This design comes from an exercise in tuning for small area on the open sky130 flow, not from production work. RTL that was checked went through simulation tests only; none was proved equivalent to the original. Only the layout flow was run in runs 2 and 4 to 6; the RTL was not checked for function there. No run shown here takes its clock network from TritonCTS; it comes from the design's own scripts or RTL. The clock port is modelled as an ideal driver, which makes a skipped or thinned clock tree look cheaper than it is; a real chip needs a root buffer or a tree. Power is estimated from default activity; no workload was simulated.

<file path="design/flow/design.v">
module counter(
    input clk, rst,
    input freeze,
    output tick_1
);
    reg [6:0] s;
    assign tick_1 = ~s[6] & s[5] & s[4] & s[3] & s[2] & s[0];
    wire jump = s[6] & s[5] & s[4] & ~s[3] & s[2] & s[1];
    wire fb = (~(s[6] ^ s[5]) ^ jump) | freeze;
    always @(posedge clk or posedge rst)
        if (rst) s <= 7'b1000011;
        else     s <= {s[5:0], fb};
endmodule
module bcd_digit(
    input clk, reset,
    input e,                 
    output reg [3:0] d,
    output nine
);
    wire a = e & d[0];
    assign nine = d[3] & d[0];    
    always @(posedge clk or posedge reset)
        if (reset) d <= 4'd9;
        else begin
            d[0] <= d[0] ^ e;
            d[1] <= d[1] ^ (a & ~d[3]);
            d[2] <= d[2] ^ (a & d[1]);
            d[3] <= a ? (~d[3] & d[1] & d[2]) : d[3];
        end
endmodule
module bcd(
    input wire clk,
    input wire reset,
    input wire button,
    output wire [15:0] d,
    output wire down
);
    reg [3:0] t;
    assign down = t[3] & t[2];
    wire tick_1;
    counter tick_gen(.clk(clk), .rst(reset), .freeze(tick_1 & ~down & button),
                     .tick_1(tick_1));
    wire n0, n1, n2;
    wire all9 = n0 & n1 & n2 & t[3] & t[0];
    wire inc = tick_1 & (down | (~button & ~all9));
    wire e1 = inc & n0;
    wire e2 = e1 & n1;
    wire e3 = e2 & n2;
    bcd_digit u0(.clk(clk), .reset(reset), .e(inc), .d(d[3:0]),  .nine(n0));
    bcd_digit u1(.clk(clk), .reset(reset), .e(e1),  .d(d[7:4]),  .nine(n1));
    bcd_digit u2(.clk(clk), .reset(reset), .e(e2),  .d(d[11:8]), .nine(n2));
    assign d[15:12] = t;
    always @(posedge clk or posedge reset)
        if (reset) t <= 4'b1100;
        else if (e3) t <= t + 4'd1;
endmodule
module top_bcd(
    input clk, rst, button,
    output [6:0] seg,
    output [3:0] an
);
    wire [15:0] d;
    wire down;
    bcd BC1(.clk(clk), .reset(rst), .button(button), .d(d), .down(down));
    reg [7:0] r;
    reg [1:0] scan;
    wire z = ~(r[1] | r[2] | r[3] | r[5] | r[6]);
    wire fb = r[7] ^ (r[0] | r[4] | z);
    wire wrap = r[7] & ~r[0] & ~r[4] & z;    
    always @(posedge clk or posedge rst)
        if (rst) begin
            r <= 8'd0;
            scan <= 2'd0;
        end else begin
            r <= {r[6:0], fb};
            scan[0] <= scan[0] ^ wrap;
            scan[1] <= scan[1] ^ (wrap & scan[0]);
        end
    assign an[0] = ~(~scan[1] & ~scan[0]);
    assign an[1] = ~(~scan[1] &  scan[0]);
    assign an[2] = ~( scan[1] & ~scan[0]);
    assign an[3] = ~( scan[1] &  scan[0]);
    wire [3:0] v = (d[3:0] | {4{an[0]}}) & (d[7:4] | {4{an[1]}})
                 & (d[11:8] | {4{an[2]}}) & (d[15:12] | {4{an[3]}});
    wire [3:0] x;
    assign x[0] = v[0] ^ down;
    assign x[1] = v[1] ^ (down & v[3] & v[2]);
    assign x[2] = down ? (v[2] ^ v[1]) & ~v[3] : v[2];
    assign x[3] = down ? ~(v[3] | v[2] | v[1]) : v[3];
    reg [6:0] s;
    always @(*)
        case (x)
            4'd1: s = 7'b1111001;
            4'd2: s = 7'b0100100;
            4'd3: s = 7'b0110000;
            4'd4: s = 7'b0011001;
            4'd5: s = 7'b0010010;
            4'd6: s = 7'b0000010;
            4'd7: s = 7'b1111000;
            4'd8: s = 7'b0000000;
            4'd9: s = 7'b0010000;
            4'd0: s = 7'b1000000;
            default: s = 7'bx;
        endcase
    assign seg = s;
endmodule
</file>
<file path="design/flow/flow/run.sh">
#!/bin/bash
# Own layout flow: the standard ORFS flow (standard.sh) with these changes
#  - ABC maps the logic with each of a few area-oriented scripts
#    (flow/abc_scripts.txt) and the smallest result is kept (flow/abc_pick.tcl); the
#    rest of the synthesis, and so every register, is the standard flow's own
#  - input and output ports are buffered with buf_1
#  - the clock tree is a few clock buffers fed straight from the clock port,
#    each driving a cluster of registers (flow/kbuf.tcl, flow/pre_cts.tcl)
# settings come from flow/settings.sh. Each tool's output goes to standard.log
# in this folder; ORFS's own per-step logs are under orfs/logs.
set -uo pipefail
W=$PWD
F=$W/flow
export MY_FLOW_DIR=$F
MY_CLK_OPTIONS="clkbuf_8:2 clkbuf_8:3 clkbuf_8:4"
MY_CLK_SLEW=0.110
EXTRA=()
[ -f $F/settings.sh ] && source $F/settings.sh
export MY_CLK_OPTIONS MY_CLK_SLEW
{
  echo "source $F/abc_pick.tcl"
  cat $W/synth_recipe.tcl
} > $W/my_synth.tcl
bash $W/standard.sh SYNTH_SCRIPT=$W/my_synth.tcl \
  "BUFFER_PORTS_ARGS=-buffer_cell sky130_fd_sc_hd__buf_1" \
  PRE_CTS_TCL=$F/pre_cts.tcl "${EXTRA[@]}" finish > $W/standard.log 2>&1
</file>
<file path="design/flow/flow/abc_pick.tcl">
# Replaces yosys's abc command in the standard flow's synthesis script: the logic is
# mapped with each ABC script listed in $::env(MY_FLOW_DIR)/abc_scripts.txt
# (one per line) and the smallest result by liberty cell area is kept. Only
# the combinational logic changes: registers are mapped before abc runs.
proc abc {args} {
  set i [lsearch -exact $args -script]
  set libargs {}
  foreach {k v} $args { if {$k eq "-liberty"} { lappend libargs -liberty $v } }
  set fh [open $::env(MY_FLOW_DIR)/abc_scripts.txt]
  set lines [split [string trim [read $fh]] "\n"]
  close $fh
  set scripts {}
  set n 0
  foreach l $lines {
    incr n
    set f [file join $::env(OBJECTS_DIR) "abc_script_$n.abc"]
    set o [open $f w]; puts $o $l; close $o
    lappend scripts $f
  }
  yosys design -save pre_abc
  set best ""
  set best_area 1e30
  foreach s $scripts {
    yosys design -load pre_abc
    set a $args
    lset a [expr {$i + 1}] $s
    if {[catch {yosys abc {*}$a} err]} { puts "abc_pick: $s failed: $err"; continue }
    set txt [yosys tee -q -s result.string stat {*}$libargs]
    set area 1e30
    foreach {m v} [regexp -all -inline {Chip area for [^:]*: ([0-9.]+)} $txt] { set area $v }
    puts "abc_pick: $s area $area"
    if {$area < $best_area} { set best_area $area; set best $s }
  }
  yosys design -load pre_abc
  set a $args
  lset a [expr {$i + 1}] $best
  puts "abc_pick: using $best ($best_area)"
  yosys abc {*}$a
  # inv_2 has the area of inv_1 and clkinv_1 and drives more: use it for
  # every inverter, so the one on the reset, which drives every register,
  # needs no buffer from repair_design
  yosys chtype -map sky130_fd_sc_hd__inv_1 sky130_fd_sc_hd__inv_2 t:sky130_fd_sc_hd__inv_1
  yosys chtype -map sky130_fd_sc_hd__clkinv_1 sky130_fd_sc_hd__inv_2 t:sky130_fd_sc_hd__clkinv_1
}
</file>
<file path="design/flow/flow/abc_scripts.txt">
&get -n; &st; &dch -f; &nf -R 1000; &put; topo
&get -n; &st; &dch -f; &nf -R 1000; &put; strash; &get -n; &st; &dch -f; &nf -R 1000; &put; topo
&get -n; &st; &dc2; &dc2; &dch -f; &nf -R 1000 -a; &put; topo
&get -n; &st; &dc2; &dch -f; &nf -R 1000; &put; topo
&get -n; &st; &synch2; &dch -f; &nf -R 1000; &put; topo
&get -n; &st; &syn2; &dch -f; &nf -R 1000; &put; topo
&get -n; &st; &syn3; &dch -f; &nf -R 1000; &put; topo
&get -n; &st; &dch; &nf -R 1000; &put; topo
&get -n; &st; &dch -x; &nf -R 1000; &put; topo
&get -n; &st; &if -K 4; &st; &dch -f; &nf -R 1000; &put; topo
&get -n; &st; &if -K 6; &mfs; &st; &dch -f; &nf -R 1000; &put; topo
strash; balance; rewrite; refactor; balance; rewrite; rewrite -z; balance; refactor -z; rewrite -z; balance; &get -n; &st; &dch -f; &nf -R 1000; &put; topo
strash; balance; rewrite; refactor; balance; rewrite; rewrite -z; balance; refactor -z; rewrite -z; balance; balance; rewrite; refactor; balance; rewrite; rewrite -z; balance; refactor -z; rewrite -z; balance; &get -n; &st; &dch -f; &nf -R 1000; &put; topo
strash; dc2; balance; rewrite; refactor; &get -n; &st; &dch -f; &nf -R 1000; &put; topo
&get -n; &st; &dch -f; &nf -R 1000 -E 10; &put; topo
&get -n; &st; &dch -f; &nf -R 1000 -Q 10; &put; topo
&get -n; &st; &dc2; &dch -f; &nf -R 1000; &put; strash; &get -n; &st; &dc2; &dch -f; &nf -R 1000; &put; topo
&get -n; &st; &b; &dch -f; &nf -R 1000; &put; topo
&get -n; &st; &dsdb; &dch -f; &nf -R 1000; &put; topo
&get -n; &st; &dch -f; &nf -R 1000 -p; &put; topo
&get -n; &st; &dc2; &syn2; &dch -f; &nf -R 1000; &put; topo
&get -n; &st; &synch2; &dc2; &dch -f; &nf -R 1000; &put; strash; &get -n; &st; &dch -f; &nf -R 1000; &put; topo
strash; dch -f; map -a; strash; &get -n; &st; &dch -f; &nf -R 1000; &put; topo
strash; balance; rewrite; refactor; balance; rewrite; rewrite -z; balance; refactor -z; rewrite -z; balance; dch -f; map -a; topo
</file>
<file path="design/flow/flow/kbuf.tcl">
proc kbuf_split {pts k} {
  if {$k <= 1} { return [list $pts] }
  set xs [lmap p $pts {lindex $p 1}]
  set ys [lmap p $pts {lindex $p 2}]
  set dx [expr {[tcl::mathfunc::max {*}$xs] - [tcl::mathfunc::min {*}$xs]}]
  set dy [expr {[tcl::mathfunc::max {*}$ys] - [tcl::mathfunc::min {*}$ys]}]
  set idx [expr {$dx >= $dy ? 1 : 2}]
  set pts [lsort -integer -index $idx $pts]
  set k1 [expr {$k / 2}]
  set cut [expr {int(round(double([llength $pts]) * $k1 / $k))}]
  return [concat [kbuf_split [lrange $pts 0 [expr {$cut - 1}]] $k1] \
                 [kbuf_split [lrange $pts $cut end] [expr {$k - $k1}]]]
}

proc kbuf_clock_tree {cell k} {
  set block [ord::get_db_block]
  set clk_net [$block findNet clk]
  set master [[ord::get_db] findMaster $cell]
  set pts {}
  foreach it [$clk_net getITerms] {
    set bb [[$it getInst] getBBox]
    lappend pts [list $it [expr {([$bb xMin] + [$bb xMax]) / 2}] [expr {([$bb yMin] + [$bb yMax]) / 2}]]
  }
  set groups [kbuf_split $pts $k]
  set cs {}
  foreach g $groups {
    set sx 0; set sy 0
    foreach p $g { set sx [expr {$sx + [lindex $p 1]}]; set sy [expr {$sy + [lindex $p 2]}] }
    set m [llength $g]
    if {$m == 0} { set m 1 }
    lappend cs [list [expr {$sx / $m}] [expr {$sy / $m}]]
  }
  set made {}
  for {set j 0} {$j < $k} {incr j} {
    set g [lindex $groups $j]
    if {[llength $g] == 0} { continue }
    set inst [odb::dbInst_create $block $master clkbuf_leaf_$j]
    set net [odb::dbNet_create $block clknet_leaf_$j]
    $net setSigType CLOCK
    foreach p $g {
      set it [lindex $p 0]
      $it disconnect
      $it connect $net
    }
    [$inst findITerm A] connect $clk_net
    [$inst findITerm X] connect $net
    set c [lindex $cs $j]
    $inst setLocation [lindex $c 0] [lindex $c 1]
    $inst setPlacementStatus PLACED
    lappend made [list $inst $net]
    puts "kbuf_clock_tree: $cell $j drives [llength $g] clock pins"
  }
  return $made
}

# Undo kbuf_clock_tree: reconnect the clock pins to the clock port's net and
# delete the buffers and their nets.
proc kbuf_undo {made} {
  set block [ord::get_db_block]
  set clk_net [$block findNet clk]
  foreach m $made {
    lassign $m inst net
    foreach it [$net getITerms] {
      if {[$it getInst] ne $inst} { $it disconnect; $it connect $clk_net }
    }
    odb::dbInst_destroy $inst
    odb::dbNet_destroy $net
  }
}

# Largest slew (ns) at a register clock pin, with placement parasitics.
proc kbuf_max_clk_slew {} {
  estimate_parasitics -placement
  set mx 0
  foreach p [get_pins -of_objects [get_nets clknet_leaf_*]] {
    if {[get_property $p direction] ne "input"} { continue }
    set s [get_property $p slew_max]
    if {$s > $mx} { set mx $s }
  }
  return $mx
}
</file>
<file path="design/flow/flow/pre_cts.tcl">
source $::env(MY_FLOW_DIR)/kbuf.tcl
rename clock_tree_synthesis _tritoncts_unused
proc clock_tree_synthesis {args} {
  set_propagated_clock [all_clocks]
  set opts $::env(MY_CLK_OPTIONS)
  set n [llength $opts]
  for {set i 0} {$i < $n} {incr i} {
    lassign [split [lindex $opts $i] :] cell k
    set made [kbuf_clock_tree sky130_fd_sc_hd__$cell $k]
    set s [kbuf_max_clk_slew]
    puts "kbuf: $k x $cell, largest clock-pin slew $s ns"
    if {$s <= $::env(MY_CLK_SLEW) || $i == $n - 1} { break }
    kbuf_undo $made
  }
}
</file>
<file path="design/flow/flow/settings.sh">
EXTRA=(ADDER_MAP_FILE=)
MY_CLK_OPTIONS="clkbuf_4:3 clkbuf_16:1 clkbuf_8:2 clkbuf_8:3"
</file>
<file path="design/flow/standard.sh">
#!/bin/bash
# synth_recipe.tcl (not shown) runs the flow's synth.tcl, then flattens the netlist and writes it again
# the make line also repeats each setting of config.mk as NAME=value (left out here)
make -C /OpenROAD-flow-scripts/flow DESIGN_CONFIG=/design/flow/config.mk WORK_HOME=/design/flow/orfs CLKGATE_MAP_FILE= SYNTH_SCRIPT=/design/flow/synth_recipe.tcl "${@:-finish}"
</file>
<file path="design/flow/config.mk">
export PLATFORM = sky130hd
export DESIGN_NAME = top_bcd
export DESIGN_NICKNAME = top_bcd
export VERILOG_FILES = /design/flow/design.v
export SDC_FILE = /design/flow/constraint.sdc
export NUM_CORES = 4
export LEC_CHECK = 0
export CAP_MARGIN = 20
export CORE_MARGIN = 2
export CORE_UTILIZATION = 40
export SLEW_MARGIN = 20
</file>
<file path="design/flow/constraint.sdc">
create_clock -name core_clock -period 100.0 [get_ports {clk}]
set_input_delay 20.0000 -clock core_clock [delete_from_list [all_inputs] [get_ports {clk}]]
set_output_delay 20.0000 -clock core_clock [all_outputs]
set_load 0.01 [all_outputs]
</file>
==> results of run 1 <==
area by class of cell:
cell class	instances	area (um^2)	share of cell area, %
Sequential cell	33	839.6	54.55
Multi-Input combinational cell	96	554.3	36.02
Buffer	2	27.53	1.789
Tap cell	46	57.56	3.740
Inverter	3	11.26	0.7317
Timing Repair Buffer	13	48.80	3.171
cell usage after synthesis:
| library cell | number |
|---|---|
| or3_1 | 1 |
| a31oi_1 | 3 |
| xnor2_1 | 12 |
| xor2_1 | 3 |
| nand2_1 | 13 |
| nand2b_1 | 6 |
| or2_0 | 1 |
| o21ai_0 | 3 |
| a21oi_1 | 9 |
| o22ai_1 | 7 |
| nor2b_1 | 2 |
| dfrtp_1 | 22 |
| a211oi_1 | 1 |
| o31ai_1 | 2 |
| a32o_1 | 1 |
| inv_2 | 3 |
| nor3_1 | 5 |
| and3_1 | 3 |
| dfstp_2 | 11 |
| nand4b_1 | 1 |
| nand3_1 | 2 |
| nor2_1 | 15 |
| and2_0 | 1 |
| nand4_1 | 5 |
per-stage QoR:
| step | utilization (%) | total power (uW) | std cells | area, um^2 | setup slack, ps |
|---|---|---|---|---|---|
| 2_1_floorplan | - | 21.76 | 132 | 1405 | 78050 |
| 3_3_place_gp | 44.94 | 23.55 | 191 | 1511 | 77930 |
| 3_5_place_dp | 44.94 | 23.99 | 191 | 1511 | 77800 |
| 4_1_cts | 45.76 | 29.05 | 193 | 1539 | 77590 |
| 5_1_grt | 45.76 | 30.76 | 193 | 1539 | 77310 |
| 6_report | 45.76 | 28.69 | 193 | 1539 | 77600 |
worst max-delay path by stage:
| stage | start | endpoint | slack, ps |
|---|---|---|---|
| after floorplan | scan[0] | seg[0] | 78050 |
| after global placement | scan[0] | seg[0] | 77930 |
| after detailed placement | scan[0] | seg[3] | 77800 |
| after CTS | scan[0] | seg[3] | 77590 |
| after global routing | scan[0] | seg[1] | 77310 |
| final | scan[0] | seg[3] | 77600 |
sequential cells by signal, summed over array words and instances (netlist names):
name / count
BC1.tick_gen.s: 7
scan: 2
BC1.u1.d: 4
r: 8
BC1.u2.d: 4
BC1.t: 4
BC1.u0.d: 4
cell usage in the layout (no fill, tap or decap), types with 5 or more instances in the layout:
master	instances
dfrtp_1	22
nor2_1	15
nand2_1	13
dfstp_2	11
nand2b_1	6
xnor2_1	12
nand4_1	5
buf_1	13
a21oi_1	9
o22ai_1	7
nor3_1	5
routing by layer:
layer | wire length (um) | vias to the layer above | global-route usage, %
met5 | 0 | - | 0
met4 | 42 | 0 | 1.630
met3 | 71 | 2 | 0.7143
met2 | 1171 | 15 | 24.20
met1 | 1201 | 475 | 18.51
li1 | - | 496 | -
kinds of logic after synthesis:
family | Yosys count
AND/OR/NAND/NOR | 55
XOR/XNOR | 15
buffers and inverters | 3
flip-flops | 33
AO/OA/AOI/OAI | 26
critical path, cell delays in order (launching register included):
cell and delay, ps:
dfrtp_1 440, or2_0 290, o22ai_1 140, nor3_1 280
nand2_1 110, xor2_1 340, inv_2 70, a21oi_1 180
nand2_1 90, a21oi_1 140, buf_1 170
power groups by stage:
| stage | combinational [uW] | sequential, uW | clock, uW |
|---|---|---|---|
| finish | 6.44 | 17.1 | 5.10 |
| global route | 7.19 | 17.6 | 5.94 |
| CTS | 6.54 | 17.2 | 5.30 |
| detailed placement | 6.53 | 17.5 | 0 |
| global placement | 6.29 | 17.3 | 0 |
| floorplan | 4.81 | 16.9 | 0 |
==> metrics.cfg, run 1 <==
[place]
port-buffer-count=13
hpwl_mm=1.891
place_congestion=0.7733

[pwr]
p_leak_uw=0.0006291
p_sw_share_pct=29.94
p_int_uw=20.10
peakVddDrop_mv=0.006233
comb_power_share_pct=22.5
p_sw_uw=8.588
seq_power_share_pct=59.8
cellPowerDensity_mw_per_mm2=18.64
power.clock.fraction_pct=17.8

[global_routing]
gr-usage-all-layers_pct=13.44
antenna_found_initial=0
grt_max_degree=34
grt_pass1_wl_mm=4.498
gr-total-overflow=0
grt_pass1_vias=959

[logic_synthesis]
synth_area_leaders=dfrtp_1 (39%), dfstp_2 (21%), xnor2_1 (7.5%)
synth_compound_area_share_pct=11.04
ys_ff_latch=33
synth.area.mux_share_pct=0
synthSimpleGateAreaFrac_pct=19.06
synth-seq-area-share_pct=59.75
synth_top_cell_area_share_pct=39.18
synth_area_mm2=0.001405
synth_nets=135
synth_top_family_by_area=simple AND/OR/NAND/NOR gates
netlist_instances=132
synth_adder_area_share_pct=0
synth.distinct_cells=24
synth_warnings=4
syn_avg_cell_area_um2=10.64
synthXorXnorAreaFrac_pct=9.350
synth_top_area_cell=dfrtp_1

[detailed_routing]
drt_pass1_iterations=4
avgRoutedWirePerCell_um=12.88
num_vias=988
routed_wl_mm=2.486
avgViaCountPerCell=5.119
final_antenna_net_count=0
drcViolationCount=0
drtIter0Drc=45

[clock_tree]
clk_latency_ps=160
clk_pin_slew_ps=100
cts_resized=0
cts_hold_buf=0
post_cts_buffers=0

[die]
initial_core_util_pct=41.78
die_x_um=63.27
die_area_mm2=0.004003
num_rows=21
io_pins=14
fp.coreArea_mm2=0.003363
die_h_um=63.27

[critical_path]
required_ps=80000
r2r-start=BC1.t[2]
cp-end-kind=primary output
setup.worst_path.class=flop to primary output
r2r_setup_slack_ps=97550
critPathArrivalTime_ps=2400
worstReg2RegEnd=BC1.t[3]
startpoint_type=flop
r2r_cells=8
path_max_fanout=6

[hold_path]
min_path_cells=0
worstHoldStart=BC1.tick_gen.s[0]
hp-class=flop to flop
hold_path_end=BC1.tick_gen.s[1]

[timing]
layout_min_cycle_time_ps=22400
tightest_slew_ps=664.8
max_slew_margin_pct=55.62
clock.fmax_mhz=44.65
holdWs_ps=379.4
hold_viol_final=0
setup-tns-final_ps=0
final-setup-viol-count=0
finalMaxSlewViolations=0
finClkSkew_ps=5.992
grt_setup_unrepaired=false
fin_crit_sh_pct=22.40

[final_layout]
final_nets=152
drive_gt1_share_pct=10.88
syn2layout_area_growth_pct=9.528
insertedDiodeCount=0
fill_cells=352

[job]
drv_cap=0

[run_status]
status=finished clean

==> inputs of run 2 (changes only) <==
--- a/design/flow/design.v
+++ b/design/flow/design.v
@@ -37,12 +37,14 @@
 );
     reg [3:0] t;
     assign down = t[3] & t[2];
+    wire n0, n1, n2;
+    wire units8 = d[3] & ~d[0];   
+    wire to9999 = units8 & n1 & n2 & t[3] & t[0];   
     wire tick_1;
-    counter tick_gen(.clk(clk), .rst(reset), .freeze(tick_1 & ~down & button),
+    counter tick_gen(.clk(clk), .rst(reset),
+                     .freeze(tick_1 & ~down & (button | to9999)),
                      .tick_1(tick_1));
-    wire n0, n1, n2;
-    wire all9 = n0 & n1 & n2 & t[3] & t[0];
-    wire inc = tick_1 & (down | (~button & ~all9));
+    wire inc = tick_1 & (down | ~button);
     wire e1 = inc & n0;
     wire e2 = e1 & n1;
     wire e3 = e2 & n2;
--- a/design/flow/flow/abc_scripts.txt
+++ b/design/flow/flow/abc_scripts.txt
@@ -22,3 +22,18 @@
 &get -n; &st; &synch2; &dc2; &dch -f; &nf -R 1000; &put; strash; &get -n; &st; &dch -f; &nf -R 1000; &put; topo
 strash; dch -f; map -a; strash; &get -n; &st; &dch -f; &nf -R 1000; &put; topo
 strash; balance; rewrite; refactor; balance; rewrite; rewrite -z; balance; refactor -z; rewrite -z; balance; dch -f; map -a; topo
+&get -n; &st; &dch -f; &nf -R 1000 -F 5 -A 5; &put; topo
+&get -n; &st; &dch -f; &nf -R 1000 -C 30; &put; topo
+&get -n; &st; &dch -f -C 5000; &nf -R 2000; &put; topo
+&get -n; &st; &dch -f -W 10; &nf -R 1000; &put; topo
+&get -n; &st; &dch -f; &nf -R 1000 -L 20; &put; topo
+strash; dc2; balance; rewrite; refactor; dc2; &get -n; &st; &dch -f; &nf -R 1000; &put; topo
+strash; dc2; balance; rewrite; refactor; &get -n; &st; &dc2; &dch -f; &nf -R 1000; &put; topo
+strash; dc2; balance; rewrite; refactor; &get -n; &st; &dch -f; &nf -R 1000 -p; &put; topo
+strash; dc2; balance; rewrite; refactor; &get -n; &st; &dch -x; &nf -R 1000; &put; topo
+strash; dc2; balance; rewrite -z; refactor -z; &get -n; &st; &dch -f; &nf -R 1000; &put; topo
+strash; refactor; rewrite; dc2; &get -n; &st; &dch -f; &nf -R 1000; &put; topo
+strash; dc2; balance; rewrite; refactor; &get -n; &st; &dch -f; &nf -R 1000; &put; strash; dc2; balance; rewrite; refactor; &get -n; &st; &dch -f; &nf -R 1000; &put; topo
+strash; dc2; balance; rewrite; refactor; dch -f; map -a; topo
+&get -n; &st; &if -K 5; &st; &dch -f; &nf -R 1000; &put; topo
+&get -n; &st; &if -K 3; &st; &dch -f; &nf -R 1000; &put; topo
==> design/flow/flow/settings.sh (replaced) <==
EXTRA=(ADDER_MAP_FILE=)
==> run 2 against run 1 <==
Critical path type unchanged. Synthesized area up 0.80%. Sequential share of layout area shrank 0.40 points. Global-route usage down 0.37 points.
==> metrics.cfg, run 2 <==
[run_status]
status=finished clean

[global_routing]
grt_pass1_vias=973
grt_pass1_wl_mm=4.409
antenna_found_initial=0
grt.met3_usage_pct=0.5357
gr-usage-all-layers_pct=13.07
grt_max_degree=34
gr-total-overflow=0
use_met1_pct=19.79
grt_use_met2_pct=21.32
grt.busiest_layer=met2

[final_layout]
drive_gt1_share_pct=10.81
largest_register_ff_count=8
fill_cells=360
mostFrequentLayoutCell=dfrtp_1
top_register=r
insertedDiodeCount=0
reg_top3=r: 8 flops, BC1.tick_gen.s: 7 flops
layout_common_cells=dfrtp_1 (22), nor2_1 (17), buf_1 (13)
seq_area_um2=839.6
multi_input_area_um2=565.5
final_nets=153
syn2layout_area_growth_pct=9.453
finalInstanceArea_mm2=0.001550

[critical_path]
required_ps=80000
r2r-start=BC1.t[2]
path_max_fanout=5
cp-end-kind=primary output
startpoint_type=flop
r2r_cells=9
critPathArrivalTime_ps=2330
r2r_setup_slack_ps=97300
worstReg2RegEnd=BC1.t[3]
setup.worst_path.class=flop to primary output

[logic_synthesis]
synth.distinct_cells=28
ys_ff_latch=33
synth_area_mm2=0.001416
synth-seq-area-share_pct=59.28
ys.flop_type=dfrtp_1
synth_edf_count=0
synth_top_area_cell=dfrtp_1
synth_top_cell_area_share_pct=38.87
async_reset_ff_share_pct=100.0
yosysMostFrequentCell=dfrtp_1
synth_warnings=4
netlist_instances=133
synth_nets=136
synth_area_leaders=dfrtp_1 (39%), dfstp_2 (20%), xnor2_1 (6.8%)
syn_avg_cell_area_um2=10.65
yosys-top-cells-count=dfrtp_1 (22), nor2_1 (17), dfstp_2 (11), nand2_1 (11), xnor2_1 (11)

[pwr]
p_int_uw=21.32
comb_power_share_pct=27.6
p_sw_share_pct=31.21
peakVddDrop_mv=0.009190
seq_power_share_pct=56.4
power.clock.fraction_pct=16.0
p_sw_uw=9.673
p_leak_uw=0.0006305
power_uw=30.99
cellPowerDensity_mw_per_mm2=19.99

[clock_tree]
cts_resized=0
post_cts_buffers=0
clk_latency_ps=150
cts_hold_buf=0
clk_pin_slew_ps=100

[timing]
grt_setup_unrepaired=false
hold_viol_final=0
clock.fmax_mhz=44.78
final-setup-viol-count=0
max_slew_margin_pct=56.32
finClkSkew_ps=5.787
layout_min_cycle_time_ps=22330
tightest_slew_ps=654.2
setup-tns-final_ps=0
fin_crit_sh_pct=22.33
finalMaxSlewViolations=0

[hold_path]
min_path_cells=0
hold_path_end=BC1.tick_gen.s[1]
hp-class=flop to flop
worstHoldStart=BC1.tick_gen.s[0]

[place]
placed_area_mm2=0.001523
port-buffer-count=13
place_congestion=0.8371
hpwl_mm=1.887

[detailed_routing]
routed_wl_mm=2.479
drcViolationCount=0
avgViaCountPerCell=5.119
num_vias=993
drtIter0Drc=46
avgRoutedWirePerCell_um=12.78
final_antenna_net_count=0
drt_pass1_iterations=5

[die]
die_h_um=63.51
die_area_mm2=0.004033
fp.coreArea_mm2=0.003363
die_x_um=63.51
num_rows=21
initial_core_util_pct=42.11
io_pins=14

[job]
drv_cap=0

-- run 2: cell types whose count changed in the layout (fill, tap and decap cells not counted), moves of 2 or more --
cell / previous run / this run
nand3_1: 2 / 4
nand2_1: 13 / 11
nand4_1: 5 / 1
o31ai_1: 2 / 0
nor3_1: 5 / 2
nor2_1: 15 / 17
-- run 2: cells by family (layout without fill, tap and decap cells) --
family	after synthesis	count (layout)	synth area share, %
compound gates	29	29	12.37
xor+xnor	15	15	9.275
buf+inv	3	18	0.7950
flops	33	33	59.28
simple gates	53	53	18.29
-- run 2: metal layers --
| metal | wire length, um | up-vias |
|---|---|---|
| met5 | 0 | - |
| met4 | 33 | 0 |
| met3 | 97 | 3 |
| met2 | 1120 | 23 |
| met1 | 1227 | 475 |
| li1 | - | 492 |
-- run 2: layout make-up --
cell class / instances / share of cell area [%]
Buffer: 2 / 1.776
Inverter: 3 / 0.7264
Timing Repair Buffer: 13 / 3.148
Tap cell: 46 / 3.713
Multi-Input combinational cell: 97 / 36.48
Sequential cell: 33 / 54.16
-- run 2: worst max path at each step --
stage	from	end	slack, ps
6_report	scan[0]	seg[6]	77670
5_1_grt	scan[0]	seg[6]	77420
4_1_cts	scan[0]	seg[6]	77690
3_5_place_dp	scan[0]	seg[6]	77900
3_3_place_gp	scan[0]	seg[6]	77950
2_1_floorplan	scan[0]	seg[6]	78110
-- run 2: power groups by stage --
stage | sequential, uW | combinational, uW | clock, uW
after floorplan | 17.3 | 6.56 | 0
after global placement | 17.7 | 8.29 | 0
after detailed placement | 17.8 | 8.57 | 0
after CTS | 17.5 | 8.61 | 5.27
after global routing | 18.0 | 9.51 | 5.85
final | 17.5 | 8.56 | 4.95
-- run 2: critical path: stages, from the launching register on --
cell	delay (ps)
dfrtp_1	440
nand2_1	200
o22a_1	170
o221ai_1	130
nor2_1	200
nand2_1	120
xnor2_1	320
nand2_1	120
a21o_1	200
a21oi_1	120
buf_1	170
-- run 2: metrics by stage --
step / util [%] / setup WS [ps] / instances / hold WS (ps)
after floorplan: - / 78110 / 133 / 346.1
after detailed placement: 45.28 / 77900 / 192 / 355.0
final: 46.09 / 77670 / 194 / 367.6
after global placement: 45.28 / 77950 / 192 / 352.4
after CTS: 46.09 / 77690 / 194 / 369.1
after global routing: 46.09 / 77420 / 194 / 376.6
==> inputs of run 3 (changes only) <==
--- a/design/flow/design.v
+++ b/design/flow/design.v
@@ -37,14 +37,12 @@
 );
     reg [3:0] t;
     assign down = t[3] & t[2];
+    wire tick_1;
+    counter tick_gen(.clk(clk), .rst(reset), .freeze(tick_1 & ~down & button),
+                     .tick_1(tick_1));
     wire n0, n1, n2;
-    wire units8 = d[3] & ~d[0];   
-    wire to9999 = units8 & n1 & n2 & t[3] & t[0];   
-    wire tick_1;
-    counter tick_gen(.clk(clk), .rst(reset),
-                     .freeze(tick_1 & ~down & (button | to9999)),
-                     .tick_1(tick_1));
-    wire inc = tick_1 & (down | ~button);
+    wire all9 = n0 & n1 & n2 & t[3] & t[0];
+    wire inc = tick_1 & (down | (~button & ~all9));
     wire e1 = inc & n0;
     wire e2 = e1 & n1;
     wire e3 = e2 & n2;
==> run 3 against run 2 <==
Still clean on timing, DRC and antenna. Flip-flop and latch count unchanged. Synthesized area fell by 0.88%. Clock skew shrank 3.0 ps. Sequential share of layout area rose by 0.44 points. Synthesized cell count unchanged. Die area shrank 0.83%. Combinational power fell by 27%. Global-route usage shrank 0.48 points. Utilization decreased by 0.37 points. Clock power grew 3%. Register-to-register slack gained 200 ps. Final cell count unchanged. Critical endpoint is now seg[1]. Largest power group unchanged.
==> metrics.cfg, run 3 <==
[clock_tree]
post_cts_buffers=0
clk_pin_slew_ps=100
cts_hold_buf=0
cts_resized=0
clk_latency_ps=160

[final_layout]
syn2layout_area_growth_pct=9.536
top_register=r
fin_util_pct=45.72
largest_register_ff_count=8
reg_top3=r: 8 flops, BC1.tick_gen.s: 7 flops
final_nets=153
layout_common_cells=dfrtp_1 (22), nor2_1 (17), nand2_1 (13), buf_1 (13), dfstp_2 (11)
mostFrequentLayoutCell=dfrtp_1
drive_gt1_share_pct=10.14
insertedDiodeCount=0

[hold_path]
hp-class=flop to flop

[critical_path]
path_max_fanout=5
r2r_setup_slack_ps=97500
setup.worst_path.class=flop to primary output
cp-end-kind=primary output
startpoint=scan[1]
critPathArrivalTime_ps=2270
required_ps=80000
endpoint=seg[1]
startpoint_type=flop
r2r-start=BC1.t[3]
r2r_cells=8
worstReg2RegEnd=BC1.t[3]

[timing]
setup-tns-final_ps=0
holdWs_ps=375.1
tightest_slew_ps=642.9
fin_crit_sh_pct=22.27
grt_setup_unrepaired=false
max_slew_margin_pct=57.08
finClkSkew_ps=2.797
hold_viol_final=0
setup_ws_ps=77730
final-setup-viol-count=0
finalMaxSlewViolations=0
layout_min_cycle_time_ps=22270
clock.fmax_mhz=44.90

[place]
hpwl_mm=1.873
port-buffer-count=13
place_congestion=0.7910
pre_cts_slack_ps=77920

[detailed_routing]
top_layer=met4
final_antenna_net_count=0
wl_met2_mm=1.162
avgViaCountPerCell=5.201
routed_wl_mm=2.475
m1WireLength_mm=1.220
drcViolationCount=0
drt_pass1_iterations=4
avgRoutedWirePerCell_um=12.76
wl_met3_um=64
num_vias=1009
drtIter0Drc=18

[global_routing]
grt_max_degree=34
antenna_found_initial=0
gr-usage-all-layers_pct=12.59
gr-total-overflow=0
grt_pass1_wl_mm=4.291
grt_pass1_vias=961

[die]
die_x_um=63.24
die_h_um=63.24
io_pins=14
num_rows=21
initial_core_util_pct=41.74
die_area_mm2=0.003999
fp.coreArea_mm2=0.003363

[pwr]
cellPowerDensity_mw_per_mm2=18.51
p_leak_uw=0.0006421
peakVddDrop_mv=0.004796
power_uw=28.46

[logic_synthesis]
synth-seq-area-share_pct=59.80
netlist_instances=133
synth_top_area_cell=dfrtp_1
synth_area_leaders=dfrtp_1 (39%), dfstp_2 (21%), xnor2_1 (5.6%)
yosysMostFrequentCell=dfrtp_1
yosys-top-cells-count=dfrtp_1 (22), nor2_1 (17), nand2_1 (13)
synth.distinct_cells=23
synth_nets=136
synth_edf_count=0
async_reset_ff_share_pct=100.0
synth_warnings=4
syn_avg_cell_area_um2=10.56
ys_ff_latch=33
synth_top_cell_area_share_pct=39.22
ys.flop_type=dfrtp_1
synth_area_mm2=0.001404

[run_status]
status=finished clean

[job]
drv_cap=0

run 3: layout make-up:
class,instances,area (um^2)
well taps,46,57.56
inverters,2,7.507
fillers,352,1826
flip-flops and latches,33,839.6
repair buffers,13,48.80
multi-input cells,98,556.8
plain buffers,2,27.53
run 3: cells by family (layout without fill, tap and decap cells):
group,count (synthesis),count (layout),share of synthesized area [%]
AOI/OAI and AO/OA,26,26,10.87
xor gates and xnor gates,13,13,8.111
buffers and inverters,2,17,0.5350
and+or+nand+nor,59,59,20.68
DFF,33,33,59.80
run 3: critical path, cell delays in order (launching register included):
cell     delay, ps
dfrtp_1        420
or2_0          270
o22ai_1        130
nor3_1         270
nand2_1        110
xor2_1         310
nor2_1          70
nor2_1         210
nand2_1         80
nor2_1          90
buf_1          150
run 3: metrics by stage:
step                      area (um^2)  cells
after floorplan                  1404    133
after global placement           1510    192
after detailed placement         1510    192
after CTS                        1538    194
after global routing             1538    194
final                            1538    194
run 3: layer usage:
layer	global-route usage [%]	vias up
met5	0	-
met4	1.359	0
met3	0.7143	2
met2	21.14	13
met1	18.76	497
li1	-	497
run 3: how the worst min path moves through the flow:
stage	from	end	slack, ps	cells past startpoint
finish	BC1.tick_gen.s[0]	BC1.tick_gen.s[1]	380	0
global route	r[5]	r[6]	380	0
CTS	r[5]	r[6]	380	0
detailed placement	r[5]	r[6]	360	0
global placement	r[2]	r[3]	360	0
floorplan	r[5]	r[6]	350	0
run 3: power breakdown:
part	internal, uW	switching (uW)	total, uW
Combinational	2.43	3.81	6.24
Clock	1.86	3.25	5.10
Sequential	15.8	1.35	17.1
==> inputs of run 4 (changes only) <==
--- a/design/flow/design.v
+++ b/design/flow/design.v
@@ -36,7 +36,7 @@
     output wire down
 );
     reg [3:0] t;
-    assign down = t[3] & t[2];
+    assign down = t[3] & (t[2] | t[1]);
     wire tick_1;
     counter tick_gen(.clk(clk), .rst(reset), .freeze(tick_1 & ~down & button),
                      .tick_1(tick_1));
@@ -50,9 +50,10 @@
     bcd_digit u1(.clk(clk), .reset(reset), .e(e1),  .d(d[7:4]),  .nine(n1));
     bcd_digit u2(.clk(clk), .reset(reset), .e(e2),  .d(d[11:8]), .nine(n2));
     assign d[15:12] = t;
+    wire k9 = t[3] & t[2] & t[0];
     always @(posedge clk or posedge reset)
-        if (reset) t <= 4'b1100;
-        else if (e3) t <= t + 4'd1;
+        if (reset) t <= 4'b1010;
+        else if (e3) t <= k9 ? 4'd0 : t + 4'd1;
 endmodule
 module top_bcd(
     input clk, rst, button,
@@ -84,7 +85,7 @@
                  & (d[11:8] | {4{an[2]}}) & (d[15:12] | {4{an[3]}});
     wire [3:0] x;
     assign x[0] = v[0] ^ down;
-    assign x[1] = v[1] ^ (down & v[3] & v[2]);
+    assign x[1] = v[1];
     assign x[2] = down ? (v[2] ^ v[1]) & ~v[3] : v[2];
     assign x[3] = down ? ~(v[3] | v[2] | v[1]) : v[3];
     reg [6:0] s;
==> run 4 against run 3 <==
Critical endpoint unchanged. Clock power increased by 15%. Wire length increased by 5.2%. Maximum frequency about the same. Flip-flop and latch count unchanged. Utilization increased by 0.97 points.
==> metrics.cfg, run 4 <==
[detailed_routing]
avgRoutedWirePerCell_um=13.22
drcViolationCount=0
num_vias=1037
drt_pass1_iterations=4
avgViaCountPerCell=5.264
final_antenna_net_count=0
routed_wl_mm=2.604
drtIter0Drc=78

[timing]
finalMaxSlewViolations=0
tightest_slew_ps=794.9
layout_min_cycle_time_ps=22250
finClkSkew_ps=8.611
final-setup-viol-count=0
hold_viol_final=0
grt_setup_unrepaired=false
max_slew_margin_pct=46.45
fin_crit_sh_pct=22.25
setup-tns-final_ps=0
clock.fmax_mhz=44.94

[place]
place_congestion=0.8298
placed_area_mm2=0.001529
dp_cells=194
hpwl_mm=1.929
port-buffer-count=13

[global_routing]
grt_pass1_vias=1034
grt_pass1_wl_mm=4.671
antenna_found_initial=0
gr-total-overflow=0
gr-usage-all-layers_pct=13.69
grt_max_degree=34

[pwr]
p_sw_uw=9.679
p_leak_uw=0.0007031
comb_power_share_pct=25.3
p_int_uw=21.86
peakVddDrop_mv=0.01170
seq_power_share_pct=56.1
power.clock.fraction_pct=18.6
p_sw_share_pct=30.69
cellPowerDensity_mw_per_mm2=20.08
power_uw=31.54

[die]
initial_core_util_pct=42.30
io_pins=14
die_x_um=63.64
die_h_um=63.64
num_rows=21
fp.coreArea_mm2=0.003363
die_area_mm2=0.004049

[logic_synthesis]
synth-seq-area-share_pct=59.01
ys_ff_latch=33
syn_avg_cell_area_um2=10.54
yosys-top-cells-count=dfrtp_1 (22), nor2_1 (18), nand2_1 (12)
synth_warnings=4
synth_nets=138
async_reset_ff_share_pct=100.0
synth_area_mm2=0.001423
netlist_instances=135
synth_top_area_cell=dfrtp_1
ys.flop_type=dfrtp_1
synth_area_leaders=dfrtp_1 (39%), dfstp_2 (20%), xor2_1 (4.9%)
yosysMostFrequentCell=dfrtp_1
synth_edf_count=0
synth.distinct_cells=28
synth_top_cell_area_share_pct=38.70

[clock_tree]
cts_resized=0
cts_hold_buf=0
clk_pin_slew_ps=70
post_cts_buffers=0
clk_latency_ps=140

[final_layout]
reg_top3=r: 8 flops, BC1.tick_gen.s: 7 flops
largest_register_ff_count=8
insertedDiodeCount=0
top_register=r
mostFrequentLayoutCell=dfrtp_1
layout_common_cells=dfrtp_1 (22), nor2_1 (18), buf_1 (13)
syn2layout_area_growth_pct=10.38
final_nets=156
final_cell_count_no_fill=197
finalInstanceArea_mm2=0.001570
drive_gt1_share_pct=10.60
fin_util_pct=46.69

[critical_path]
crit_chain=nand2b_1, o22ai_1, or3_1, nor2_1, o22a_1, o21ai_0, nor2_1, and2_0, buf_1
setup.worst_path.class=flop to primary output
required_ps=80000
slowest_stage=dfrtp_1
critPathMaxStageDelay_ps=430
cp-end-kind=primary output
crit_buf_inv=1
cp_common_cell=nor2_1
critPathArrivalTime_ps=2250
path_max_fanout=6
path_delay_family=simple AND/OR/NAND/NOR gates
startpoint_type=flop

[hold_path]
hp-class=flop to flop

[run_status]
status=finished clean

[job]
drv_cap=0

## run 4: cell count changes after synthesis, moves of 3 or more
cell      delta
nand3_1      +8
a31oi_1      -4
nand2b_1     -4
xor2_1       +4
and3_1       +3
nor2b_1      -3
nor3_1       -3
xnor2_1      -3
## run 4: worst register-to-register path, stage by stage (launching register included)
cell     delay (ps)
dfrtp_1         430
o21ai_0         650
a21oi_1         280
and3_1          310
and3_1          240
and3_1          280
a31oi_1         200
a21oi_1          60
## run 4: cell type report
type	count	area [um^2]
Fill cell	339	1793
Sequential cell	33	839.6
Multi-Input combinational cell	100	575.6
Tap cell	46	57.56
Timing Repair Buffer	13	48.80
Buffer	3	41.29
Inverter	2	7.507
## run 4: cell families (layout without fill, tap and decap cells)
kind of cell	after synthesis	after routing	share of synthesized area [%]
and+or+nand+nor	61	61	20.76
DFF	33	33	59.02
AOI/OAI and AO/OA	25	25	11.08
buffers and inverters	2	18	0.5279
xor gates and xnor gates	14	14	8.619
## run 4: layer usage
metal  up-vias  wire length (um)  share of wire (%)  track usage [%]
met4         0                42                1.6            1.359
li1        506                 -                  -                -
met1       504              1221                 47            19.47
met2        22              1248                 48            23.42
met5         -                 0                  0                0
met3         5                92                3.5            1.429
## run 4: worst paths after layout
check                           cells after the start  slack (ps)  startpoint                 to
worst max-delay path                                9       77750     scan[0]             seg[1]
worst min-delay path                                0         370        r[3]               r[4]
worst max register to register                      7       97470    BC1.t[2]           BC1.t[3]
worst min register to register                      0         370        r[3]               r[4]
max in group asynchronous                           2       79630         rst  BC1.tick_gen.s[3]
min in group asynchronous                           2       19940         rst            scan[1]
## run 4: through the flow
step	setup WS (ps)	hold WS, ps
finish	77750	368.8
global route	77480	382.6
CTS	77750	374.7
detailed placement	77910	360.5
global placement	77940	350.5
floorplan	78140	346.1
## run 4: power by group through the flow
stage / registers [uW] / logic [uW] / clock network, uW
2_1_floorplan: 17.4 / 5.89 / 0
3_3_place_gp: 17.9 / 7.66 / 0
3_5_place_dp: 18.0 / 7.98 / 0
4_1_cts: 17.8 / 8.03 / 6.21
5_1_grt: 18.1 / 8.89 / 6.83
6_report: 17.7 / 7.97 / 5.86
==> inputs of run 5 (changes only) <==
--- a/design/flow/design.v
+++ b/design/flow/design.v
@@ -14,18 +14,20 @@
 module bcd_digit(
     input clk, reset,
     input e,                 
-    output reg [3:0] d,
+    output [3:0] d,
     output nine
 );
+    reg [3:0] q;
+    assign d = q ^ 4'b1001;
     wire a = e & d[0];
     assign nine = d[3] & d[0];    
     always @(posedge clk or posedge reset)
-        if (reset) d <= 4'd9;
+        if (reset) q <= 4'b0000;
         else begin
-            d[0] <= d[0] ^ e;
-            d[1] <= d[1] ^ (a & ~d[3]);
-            d[2] <= d[2] ^ (a & d[1]);
-            d[3] <= a ? (~d[3] & d[1] & d[2]) : d[3];
+            q[0] <= q[0] ^ e;
+            q[1] <= q[1] ^ (a & ~d[3]);
+            q[2] <= q[2] ^ (a & d[1]);
+            q[3] <= a ? ~(~d[3] & d[1] & d[2]) : q[3];
         end
 endmodule
 module bcd(
@@ -35,8 +37,9 @@
     output wire [15:0] d,
     output wire down
 );
-    reg [3:0] t;
-    assign down = t[3] & (t[2] | t[1]);
+    reg [3:0] tq;
+    wire [3:0] t = tq ^ 4'b1100;
+    assign down = t[3] & t[2];
     wire tick_1;
     counter tick_gen(.clk(clk), .rst(reset), .freeze(tick_1 & ~down & button),
                      .tick_1(tick_1));
@@ -50,10 +53,9 @@
     bcd_digit u1(.clk(clk), .reset(reset), .e(e1),  .d(d[7:4]),  .nine(n1));
     bcd_digit u2(.clk(clk), .reset(reset), .e(e2),  .d(d[11:8]), .nine(n2));
     assign d[15:12] = t;
-    wire k9 = t[3] & t[2] & t[0];
     always @(posedge clk or posedge reset)
-        if (reset) t <= 4'b1010;
-        else if (e3) t <= k9 ? 4'd0 : t + 4'd1;
+        if (reset) tq <= 4'b0000;
+        else if (e3) tq <= (t + 4'd1) ^ 4'b1100;
 endmodule
 module top_bcd(
     input clk, rst, button,
@@ -85,7 +87,7 @@
                  & (d[11:8] | {4{an[2]}}) & (d[15:12] | {4{an[3]}});
     wire [3:0] x;
     assign x[0] = v[0] ^ down;
-    assign x[1] = v[1];
+    assign x[1] = v[1] ^ (down & v[3] & v[2]);
     assign x[2] = down ? (v[2] ^ v[1]) & ~v[3] : v[2];
     assign x[3] = down ? ~(v[3] | v[2] | v[1]) : v[3];
     reg [6:0] s;
==> run 5 against run 4 <==
Final area is 1.0% lower. Sequential power decreased by 25%. Utilization fell by 0.48 points. Flip-flop and latch count unchanged. Worst hold slack better by 1.1 ps. Total power decreased by 41%. Synthesized area shrank 0.18%. Die area shrank 0.16%. Global-route usage fell by 1.4 points. Synthesized cell count is 2.2% lower. Highest routed layer unchanged.
==> metrics.cfg, run 5 <==
[clock_tree]
clk_latency_ps=150
clk_pin_slew_ps=100
cts_resized=0
post_cts_buffers=0
cts_hold_buf=0

[timing]
clock.fmax_mhz=44.41
layout_min_cycle_time_ps=22520
max_slew_margin_pct=55.49
fin_crit_sh_pct=22.52
finalMaxSlewViolations=0
setup-tns-final_ps=0
hold_viol_final=0
tightest_slew_ps=666.7
grt_setup_unrepaired=false
finClkSkew_ps=6.045
final-setup-viol-count=0

[die]
die_x_um=63.59
initial_core_util_pct=42.22
die_area_mm2=0.004043
io_pins=14
die_h_um=63.59
num_rows=21
fp.coreArea_mm2=0.003363

[logic_synthesis]
synth_top_area_cell=dfrtp_1
ys_ff_latch=33
ys.flop_type=dfrtp_1
synth_nets=135
synth_area_leaders=dfrtp_1 (53%), dfstp_2 (5.6%), xnor2_1 (5.6%)
yosysMostFrequentCell=dfrtp_1
syn_avg_cell_area_um2=10.76
synth-seq-area-share_pct=58.41
yosys-top-cells-count=dfrtp_1 (30), nor2_1 (16), nand2_1 (13)
synth_top_cell_area_share_pct=52.86
synth_area_mm2=0.001420
synth_warnings=4
netlist_instances=132
synth.distinct_cells=28
synth_edf_count=0
async_reset_ff_share_pct=100.0

[run_status]
status=finished clean

[global_routing]
grt_pass1_vias=891
antenna_found_initial=0
gr-total-overflow=0
grt_max_degree=34
gr-usage-all-layers_pct=12.26
grt_pass1_wl_mm=4.133

[hold_path]
hp-class=flop to flop
min_path_cells=0

[critical_path]
critPathArrivalTime_ps=2520
required_ps=80000
r2r_cells=9
r2r_setup_slack_ps=97450
r2r-start=BC1.tick_gen.s[5]
setup.worst_path.class=flop to primary output
startpoint_type=flop
worstReg2RegEnd=BC1.tq[2]
endpoint=seg[3]
cp-end-kind=primary output
startpoint=scan[0]
path_max_fanout=8

[final_layout]
fill_cells=326
drive_gt1_share_pct=8.163
largest_register_ff_count=8
finalInstanceArea_mm2=0.001554
final_nets=152
mostFrequentLayoutCell=dfrtp_1
seq_area_um2=829.5
multi_input_area_um2=571.8
insertedDiodeCount=0
reg_top3=r: 8 flops, BC1.tick_gen.s: 7 flops
top_register=r
syn2layout_area_growth_pct=9.427
layout_common_cells=dfrtp_1 (30), nor2_1 (16), nand2_1 (13), buf_1 (13), xnor2_1 (9)

[job]
drv_cap=0

[detailed_routing]
num_vias=954
drtIter0Drc=26
avgViaCountPerCell=4.943
drcViolationCount=0
routed_wl_mm=2.331
avgRoutedWirePerCell_um=12.08
drt_pass1_iterations=4
final_antenna_net_count=0

[place]
port-buffer-count=13
hpwl_mm=1.787
placed_area_mm2=0.001526
place_congestion=0.7759

[pwr]
peakVddDrop_mv=0.007845
p_leak_uw=0.0006086
cellPowerDensity_mw_per_mm2=11.91

-- run 5: cell types whose count changed after synthesis, moves of 4 or more --
cell,before,now
dfrtp_1,22,30
dfstp_2,11,3
nand3_1,8,4
nor3_1,3,7
o22ai_1,8,4
-- run 5: worst min path at each step --
stage,start,end,slack (ps)
global placement,r[5],r[6],360
detailed placement,BC1.tick_gen.s[0],BC1.tick_gen.s[1],360
finish,BC1.tick_gen.s[0],BC1.tick_gen.s[1],370
global route,BC1.tick_gen.s[0],BC1.tick_gen.s[1],380
CTS,BC1.tick_gen.s[0],BC1.tick_gen.s[1],370
floorplan,r[5],r[6],350
-- run 5: worst max-delay path, stage by stage (launching register included) --
cell and delay (ps):
dfrtp_1 530, or2_0 230, o22ai_1 100, a311oi_1 470
nand2_1 130, xor2_1 270, and2_0 280, nor2_1 80
nor2_1 110, buf_1 160
-- run 5: metal layers --
metal | wire, um | vias to the layer above | track usage [%] | part of all wire, %
li1 | - | 489 | - | -
met1 | 1234 | 448 | 18.94 | 53
met2 | 976 | 14 | 19.47 | 42
met3 | 87 | 3 | 1.071 | 3.7
met4 | 33 | 0 | 1.359 | 1.4
met5 | 0 | - | 0 | 0
-- run 5: metrics by stage --
step           util (%)  instances  setup slack, ps  hold WS, ps  power [uW]
4_1_cts           46.21        193            77460        372.6       18.78
6_report          46.21        193            77480        369.9       18.50
2_1_floorplan         -        132            77910        346.1       13.80
3_3_place_gp      45.39        191            77770        357.0       13.89
3_5_place_dp      45.39        191            77660        355.8       13.89
5_1_grt           46.21        193            77170        378.8       19.27
-- run 5: power breakdown --
group | total, uW | internal, uW | leakage [uW] | switching (uW)
registers | 13.3 | 13.3 | 0.000387 | 0
clock network | 4.89 | 1.85 | 0.0000144 | 3.04
logic | 0.274 | 0.0219 | 0.000207 | 0.252
-- run 5: logic make-up (layout without fill, tap and decap cells) --
family / after synthesis / count (layout) / share of synthesized area, %
simple gates: 59 / 59 / 20.35
flops: 33 / 33 / 58.41
compound gates: 19 / 19 / 8.106
xor+xnor: 14 / 14 / 8.635
buf+inv: 5 / 20 / 1.322
mux: 2 / 2 / 3.172
-- run 5: final cells by class --
cell class,count,area share [%]
multi-input cells,94,36.80
plain buffers,2,1.771
inverters,5,1.208
repair buffers,13,3.140
flip-flops and latches,33,53.38
well taps,46,3.704
==> inputs of run 6 (changes only) <==
--- a/design/flow/design.v
+++ b/design/flow/design.v
@@ -14,20 +14,18 @@
 module bcd_digit(
     input clk, reset,
     input e,                 
-    output [3:0] d,
+    output reg [3:0] d,
     output nine
 );
-    reg [3:0] q;
-    assign d = q ^ 4'b1001;
     wire a = e & d[0];
     assign nine = d[3] & d[0];    
     always @(posedge clk or posedge reset)
-        if (reset) q <= 4'b0000;
+        if (reset) d <= 4'd9;
         else begin
-            q[0] <= q[0] ^ e;
-            q[1] <= q[1] ^ (a & ~d[3]);
-            q[2] <= q[2] ^ (a & d[1]);
-            q[3] <= a ? ~(~d[3] & d[1] & d[2]) : q[3];
+            d[0] <= d[0] ^ e;
+            d[1] <= d[1] ^ (a & ~d[3]);
+            d[2] <= d[2] ^ (a & d[1]);
+            d[3] <= a ? (~d[3] & d[1] & d[2]) : d[3];
         end
 endmodule
 module bcd(
@@ -37,8 +35,7 @@
     output wire [15:0] d,
     output wire down
 );
-    reg [3:0] tq;
-    wire [3:0] t = tq ^ 4'b1100;
+    reg [3:0] t;
     assign down = t[3] & t[2];
     wire tick_1;
     counter tick_gen(.clk(clk), .rst(reset), .freeze(tick_1 & ~down & button),
@@ -54,8 +51,8 @@
     bcd_digit u2(.clk(clk), .reset(reset), .e(e2),  .d(d[11:8]), .nine(n2));
     assign d[15:12] = t;
     always @(posedge clk or posedge reset)
-        if (reset) tq <= 4'b0000;
-        else if (e3) tq <= (t + 4'd1) ^ 4'b1100;
+        if (reset) t <= 4'b1100;
+        else if (e3) t <= t + 4'd1;
 endmodule
 module top_bcd(
     input clk, rst, button,
@@ -85,25 +82,16 @@
     assign an[3] = ~( scan[1] &  scan[0]);
     wire [3:0] v = (d[3:0] | {4{an[0]}}) & (d[7:4] | {4{an[1]}})
                  & (d[11:8] | {4{an[2]}}) & (d[15:12] | {4{an[3]}});
-    wire [3:0] x;
+    wire [2:0] x;
     assign x[0] = v[0] ^ down;
     assign x[1] = v[1] ^ (down & v[3] & v[2]);
     assign x[2] = down ? (v[2] ^ v[1]) & ~v[3] : v[2];
-    assign x[3] = down ? ~(v[3] | v[2] | v[1]) : v[3];
-    reg [6:0] s;
-    always @(*)
-        case (x)
-            4'd1: s = 7'b1111001;
-            4'd2: s = 7'b0100100;
-            4'd3: s = 7'b0110000;
-            4'd4: s = 7'b0011001;
-            4'd5: s = 7'b0010010;
-            4'd6: s = 7'b0000010;
-            4'd7: s = 7'b1111000;
-            4'd8: s = 7'b0000000;
-            4'd9: s = 7'b0010000;
-            4'd0: s = 7'b1000000;
-            default: s = 7'bx;
-        endcase
-    assign seg = s;
+    wire n32 = down ? (v[3] | (v[2] & v[1])) : ~(v[3] | v[2]);
+    assign seg[0] = ~x[1] & ((x[2] & ~x[0]) | (n32 & x[0]));            
+    assign seg[1] = x[2] & (x[1] ^ x[0]);                                  
+    assign seg[2] = ~x[2] & x[1] & ~x[0];                                  
+    assign seg[3] = (x[2] & ~(x[1] ^ x[0])) | (n32 & ~x[1] & x[0]);       
+    assign seg[4] = x[0] | (x[2] & ~x[1]);                                 
+    assign seg[5] = (x[1] & x[0]) | (n32 & (x[1] | x[0]));                
+    assign seg[6] = (n32 & ~x[1]) | (x[2] & x[1] & x[0]);                 
 endmodule
==> run 6 against run 5 <==
Register-to-register slack gained 370 ps. Sequential share of layout area up 1.2 points. Combinational power rose to 23 times the previous value. Global-route usage grew 0.63 points. Utilization down 0.45 points. Wire length grew 2.7%. Critical path depth unchanged. Flip-flop and latch count is the same. Maximum frequency rose by 0.76%. First-iteration DRC count up 46%. Sequential power increased by 28%. Critical path type unchanged. Highest routed layer unchanged.
==> metrics.cfg, run 6 <==
[pwr]
p_leak_uw=0.0006563
peakVddDrop_mv=0.007164
cellPowerDensity_mw_per_mm2=18.37

[final_layout]
final_nets=148
mostFrequentLayoutCell=dfrtp_1
layout_common_cells=dfrtp_1 (22), nand2_1 (13), nor2_1 (13), buf_1 (13), dfstp_2 (11)
top_register=r
final_cell_count_no_fill=189
drive_gt1_share_pct=11.19
fin_util_pct=45.76
reg_top3=r: 8 flops, BC1.tick_gen.s: 7 flops
largest_register_ff_count=8
syn2layout_area_growth_pct=9.528
insertedDiodeCount=0

[die]
fp.coreArea_mm2=0.003363
die_h_um=63.27
die_x_um=63.27
io_pins=14
num_rows=21
die_area_mm2=0.004003
initial_core_util_pct=41.78

[timing]
hold_viol_final=0
clock.fmax_mhz=44.75
final-setup-viol-count=0
max_slew_margin_pct=56.08
tightest_slew_ps=657.8
grt_setup_unrepaired=false
fin_crit_sh_pct=22.35
finClkSkew_ps=3.905
setup-tns-final_ps=0
finalMaxSlewViolations=0
setup_ws_ps=77650
layout_min_cycle_time_ps=22350

[global_routing]
grt_pass1_vias=978
gr-usage-all-layers_pct=12.89
gr-total-overflow=0
grt_pass1_wl_mm=4.326
antenna_found_initial=0
grt_max_degree=34

[logic_synthesis]
synth_top_area_cell=dfrtp_1
synth_top_family_by_area=simple AND/OR/NAND/NOR gates
ys.flop_type=dfrtp_1
synth.area.mux_share_pct=0.7124
synth_area_mm2=0.001405
synthXorXnorAreaFrac_pct=9.350
synth-seq-area-share_pct=59.75
netlist_instances=128
synth_edf_count=0
ys_ff_latch=33
syn_avg_cell_area_um2=10.98
yosys-top-cells-count=dfrtp_1 (22), nand2_1 (13), nor2_1 (13)
yosysMostFrequentCell=dfrtp_1
async_reset_ff_share_pct=100.0
synth_compound_area_share_pct=10.33
synthSimpleGateAreaFrac_pct=18.34
synth_adder_area_share_pct=0.7124
synth_top_cell_area_share_pct=39.18
synth.distinct_cells=28
synth_warnings=4
synth_area_leaders=dfrtp_1 (39%), dfstp_2 (21%), xnor2_1 (6.2%)
synth_nets=131

[detailed_routing]
drt_pass1_iterations=4
avgViaCountPerCell=5.085
final_antenna_net_count=0
routed_wl_mm=2.394
drtIter0Drc=38
drcViolationCount=0
num_vias=961
avgRoutedWirePerCell_um=12.67

[place]
hpwl_mm=1.839
place_congestion=0.7276
pre_cts_slack_ps=77890
port-buffer-count=13
dp_cells=187

[run_status]
status=finished clean

[critical_path]
path_max_fanout=6
critPathArrivalTime_ps=2350
r2r_setup_slack_ps=97820
required_ps=80000
setup.worst_path.class=flop to primary output
cp-end-kind=primary output
startpoint_type=flop

[job]
drv_cap=0

[clock_tree]
post_cts_buffers=0
clk_latency_ps=150
cts_hold_buf=0
cts_resized=0
clk_pin_slew_ps=100

[hold_path]
hp-class=flop to flop

-- run 6: final timing paths --
path | startpoint | to | cells after the start
worst max-delay path | scan[0] | seg[3] | 9
worst min-delay path | BC1.tick_gen.s[0] | BC1.tick_gen.s[1] | 0
worst max register to register | BC1.u0.d[3] | BC1.u1.d[1] | 8
worst min register to register | BC1.tick_gen.s[0] | BC1.tick_gen.s[1] | 0
max in group asynchronous | rst | BC1.u0.d[1] | 2
min in group asynchronous | rst | BC1.t[0] | 2
-- run 6: cells by family after synthesis --
logic type	Yosys count
flops	33
fa+ha+maj	1
compound gates	23
simple gates	52
xor+xnor	15
mux	1
buf+inv	3
-- run 6: metal layers --
metal	wire, um	track usage (%)	part of all wire [%]	vias to the layer above
met1	1130	17.43	47	472
met4	27	1.087	1.1	0
met3	59	0.8929	2.5	4
met5	0	0	0	-
met2	1176	23.67	49	10
li1	-	-	-	475
-- run 6: final cells by class --
type                       instances  area [um^2]
inverter                           3        11.26
tap                               46        57.56
fill                             336         1824
timing repair buffer              13        48.80
sequential                        33        839.6
multi-input combinational         92        554.3
buffer                             2        27.53
-- run 6: critical path, cell delays in order, from the launching register on --
cell and delay (ps):
dfrtp_1 440, or2_0 290, o22ai_1 190, nor2_1 100, o21ai_0 240, a32o_1 240, a21o_1 170, a21boi_0 230
nand2b_1 140, buf_1 150
-- run 6: where the power goes --
part,switching [uW],total [uW],internal [uW]
registers,1.27,17.0,15.8
logic,3.77,6.32,2.55
clock network,3.08,4.93,1.85
-- run 6: through the flow --
step | total power [uW] | hold slack [ps] | area [um^2]
final | 28.27 | 373.2 | 1539
after global routing | 30.27 | 388.4 | 1539
after CTS | 28.68 | 376.6 | 1539
after detailed placement | 23.65 | 362.8 | 1511
after global placement | 23.29 | 351.8 | 1511
after floorplan | 21.63 | 345.6 | 1405
==> inputs of run 7 (changes only) <==
--- a/design/flow/design.v
+++ b/design/flow/design.v
@@ -82,11 +82,12 @@
     assign an[3] = ~( scan[1] &  scan[0]);
     wire [3:0] v = (d[3:0] | {4{an[0]}}) & (d[7:4] | {4{an[1]}})
                  & (d[11:8] | {4{an[2]}}) & (d[15:12] | {4{an[3]}});
-    wire [2:0] x;
+    wire [3:0] x;
     assign x[0] = v[0] ^ down;
     assign x[1] = v[1] ^ (down & v[3] & v[2]);
     assign x[2] = down ? (v[2] ^ v[1]) & ~v[3] : v[2];
-    wire n32 = down ? (v[3] | (v[2] & v[1])) : ~(v[3] | v[2]);
+    assign x[3] = down ? ~(v[3] | v[2] | v[1]) : v[3];
+    wire n32 = ~x[3] & ~x[2];
     assign seg[0] = ~x[1] & ((x[2] & ~x[0]) | (n32 & x[0]));            
     assign seg[1] = x[2] & (x[1] ^ x[0]);                                  
     assign seg[2] = ~x[2] & x[1] & ~x[0];                                  
==> run 7 against run 6 <==
Sequential share of layout area hardly changed. Critical endpoint unchanged. Still clean on timing, DRC and antenna. Clock power is 3% higher. Critical path type unchanged. Global-route usage is 0.13 points higher.
==> metrics.cfg, run 7 <==
[logic_synthesis]
netlist_instances=134
ys_ff_latch=33
synth_edf_count=0
synth_top_cell_area_share_pct=39.15
yosys-top-cells-count=dfrtp_1 (22), nor2_1 (18), nand2_1 (15)
synthSimpleGateAreaFrac_pct=20.28
synth-seq-area-share_pct=59.70
synth_area_mm2=0.001406
synth_nets=137
synth_compound_area_share_pct=11.03
async_reset_ff_share_pct=100.0
synth.area.mux_share_pct=0
synth.distinct_cells=22
ys.flop_type=dfrtp_1
yosysMostFrequentCell=dfrtp_1
syn_avg_cell_area_um2=10.50
synthXorXnorAreaFrac_pct=8.719
synth_adder_area_share_pct=0
synth_warnings=4
synth_top_family_by_area=simple AND/OR/NAND/NOR gates
synth_top_area_cell=dfrtp_1
synth_area_leaders=dfrtp_1 (39%), dfstp_2 (21%), xnor2_1 (7.5%)

[critical_path]
worstReg2RegEnd=BC1.t[2]
required_ps=80000
setup.worst_path.class=flop to primary output
cp-end-kind=primary output
crit_buf_inv=1
r2r_cells=8
crit_chain=nand2b_1, o22ai_1, nor2_1, o21ai_0, nor2_1, nand2_1, xnor2_1, nand2_1, nor2b_1, o21ai_0, buf_1
path_max_fanout=6
critPathMaxStageDelay_ps=430
path_delay_family=simple AND/OR/NAND/NOR gates
critPathArrivalTime_ps=2320
r2r-start=BC1.t[2]
r2r_setup_slack_ps=97510
startpoint_type=flop
slowest_stage=dfrtp_1

[detailed_routing]
final_antenna_net_count=0
drt_pass1_iterations=4
num_vias=1025
drtIter0Drc=55
avgViaCountPerCell=5.256
avgRoutedWirePerCell_um=12.97
drcViolationCount=0
routed_wl_mm=2.530

[clock_tree]
cts_resized=0
cts_hold_buf=0
clk_latency_ps=160
clk_pin_slew_ps=100
post_cts_buffers=0

[place]
hpwl_mm=1.835
place_congestion=0.7684
port-buffer-count=13

[timing]
grt_setup_unrepaired=false
clock.fmax_mhz=44.80
final-setup-viol-count=0
layout_min_cycle_time_ps=22320
max_slew_margin_pct=56.41
finalMaxSlewViolations=0
tightest_slew_ps=652.9
hold_viol_final=0
setup-tns-final_ps=0
fin_crit_sh_pct=22.32
finClkSkew_ps=7.111

[die]
num_rows=21
initial_core_util_pct=41.82
die_area_mm2=0.004006
die_x_um=63.30
die_h_um=63.30
fp.coreArea_mm2=0.003363
io_pins=14

[final_layout]
final_nets=154
syn2layout_area_growth_pct=9.520
layout_common_cells=dfrtp_1 (22), nor2_1 (18), nand2_1 (15)
largest_register_ff_count=8
mostFrequentLayoutCell=dfrtp_1
reg_top3=r: 8 flops, BC1.tick_gen.s: 7 flops
insertedDiodeCount=0
top_register=r
drive_gt1_share_pct=9.396

[hold_path]
min_path_cells=0
hold_path_end=r[3]
worstHoldStart=r[2]
hp-class=flop to flop

[pwr]
p_leak_uw=0.0006277
peakVddDrop_mv=0.005111
power_uw=28.96
cellPowerDensity_mw_per_mm2=18.80

[global_routing]
grt_pass1_vias=1001
grt.met3_usage_pct=0.8929
gr-total-overflow=0
gr-usage-all-layers_pct=13.02
grt_use_met2_pct=23.01
use_met1_pct=17.69
grt.busiest_layer=met2
grt_pass1_wl_mm=4.416
grt_max_degree=34
antenna_found_initial=0

[job]
drv_cap=0

[run_status]
status=finished clean

## run 7: cells by family after synthesis
| kind of cell | after synthesis |
|---|---|
| simple gates | 59 |
| buf+inv | 1 |
| xor+xnor | 14 |
| compound gates | 27 |
| flops | 33 |
## run 7: metrics by stage
stage          utilization (%)  setup WS [ps]  cells  instance area [um^2]  hold WS [ps]
2_1_floorplan                -          78030    134                  1406         346.1
3_3_place_gp             44.98          77950    193                  1513         360.9
3_5_place_dp             44.98          77890    193                  1513         356.3
4_1_cts                  45.80          77690    195                  1540         389.2
5_1_grt                  45.80          77460    195                  1540         396.7
6_report                 45.80          77680    195                  1540         382.6
## run 7: where the power goes
group / internal (uW) / switching [uW] / leakage, uW
Clock: 1.86 / 3.21 / 0.0000144
Combinational: 2.67 / 4.01 / 0.000217
Sequential: 15.8 / 1.45 / 0.000397
Total: 20.3 / 8.66 / 0.000628
## run 7: worst max path at each step
stage / from / to / depth (start not counted)
2_1_floorplan: scan[1] / seg[3] / 10
3_3_place_gp: scan[0] / seg[3] / 11
3_5_place_dp: scan[0] / seg[3] / 11
4_1_cts: scan[0] / seg[3] / 11
5_1_grt: scan[0] / seg[3] / 11
6_report: scan[0] / seg[3] / 11
## run 7: routing by layer
layer / vias to the layer above / wire, um
li1: 500 / -
met3: 6 / 83
met1: 499 / 1197
met5: - / 0
met2: 20 / 1195
met4: 0 / 54
## run 7: area by class of cell
| type | count | area (um^2) |
|---|---|---|
| Buffer | 2 | 27.53 |
| Fill cell | 355 | 1823 |
| Inverter | 1 | 3.754 |
| Multi-Input combinational cell | 100 | 563.0 |
| Sequential cell | 33 | 839.6 |
| Tap cell | 46 | 57.56 |
| Timing Repair Buffer | 13 | 48.80 |
## run 7: worst reg2reg max path: stages, from the launching register on
cell,delay (ps)
dfstp_2,590
nand2_1,150
o21ai_0,140
and3_1,320
and3_1,330
and3_1,280
and2_0,300
nand4_1,170
nor2b_1,160

[separate check: timing with driven ports]
The flow's constraints put no driver on any port. The routed layouts listed below were extracted and timed again, unchanged, in two steps.
Step 1 assumes that a clkbuf_16 drives the clock port and a buf_2 every other input.
Step 2 times the ports against the registers' clock, not the clock port: input delays grow and output delays shrink by t, the midpoint of the rising clock arrivals with the driver on.
Three values: ideal ports, drivers, drivers and shift; two values: the first two.
run | t (ns) | slack for setup (ns)
run 1 | 0.192 | 77.605 / 77.568 / 77.759
run 2 | 0.183 | 77.670 / 77.639 / 77.822
run 3 | 0.188 | 77.730 / 77.697 / 77.885
run 4 | 0.174 | 77.748 / 77.705 / 77.879
run 5 | 0.182 | 77.481 / 77.449 / 77.631
run 6 | 0.184 | 77.652 / 77.619 / 77.803
run 7 | 0.188 | 77.677 / 77.643 / 77.830
After both steps every run listed still meets setup and hold.
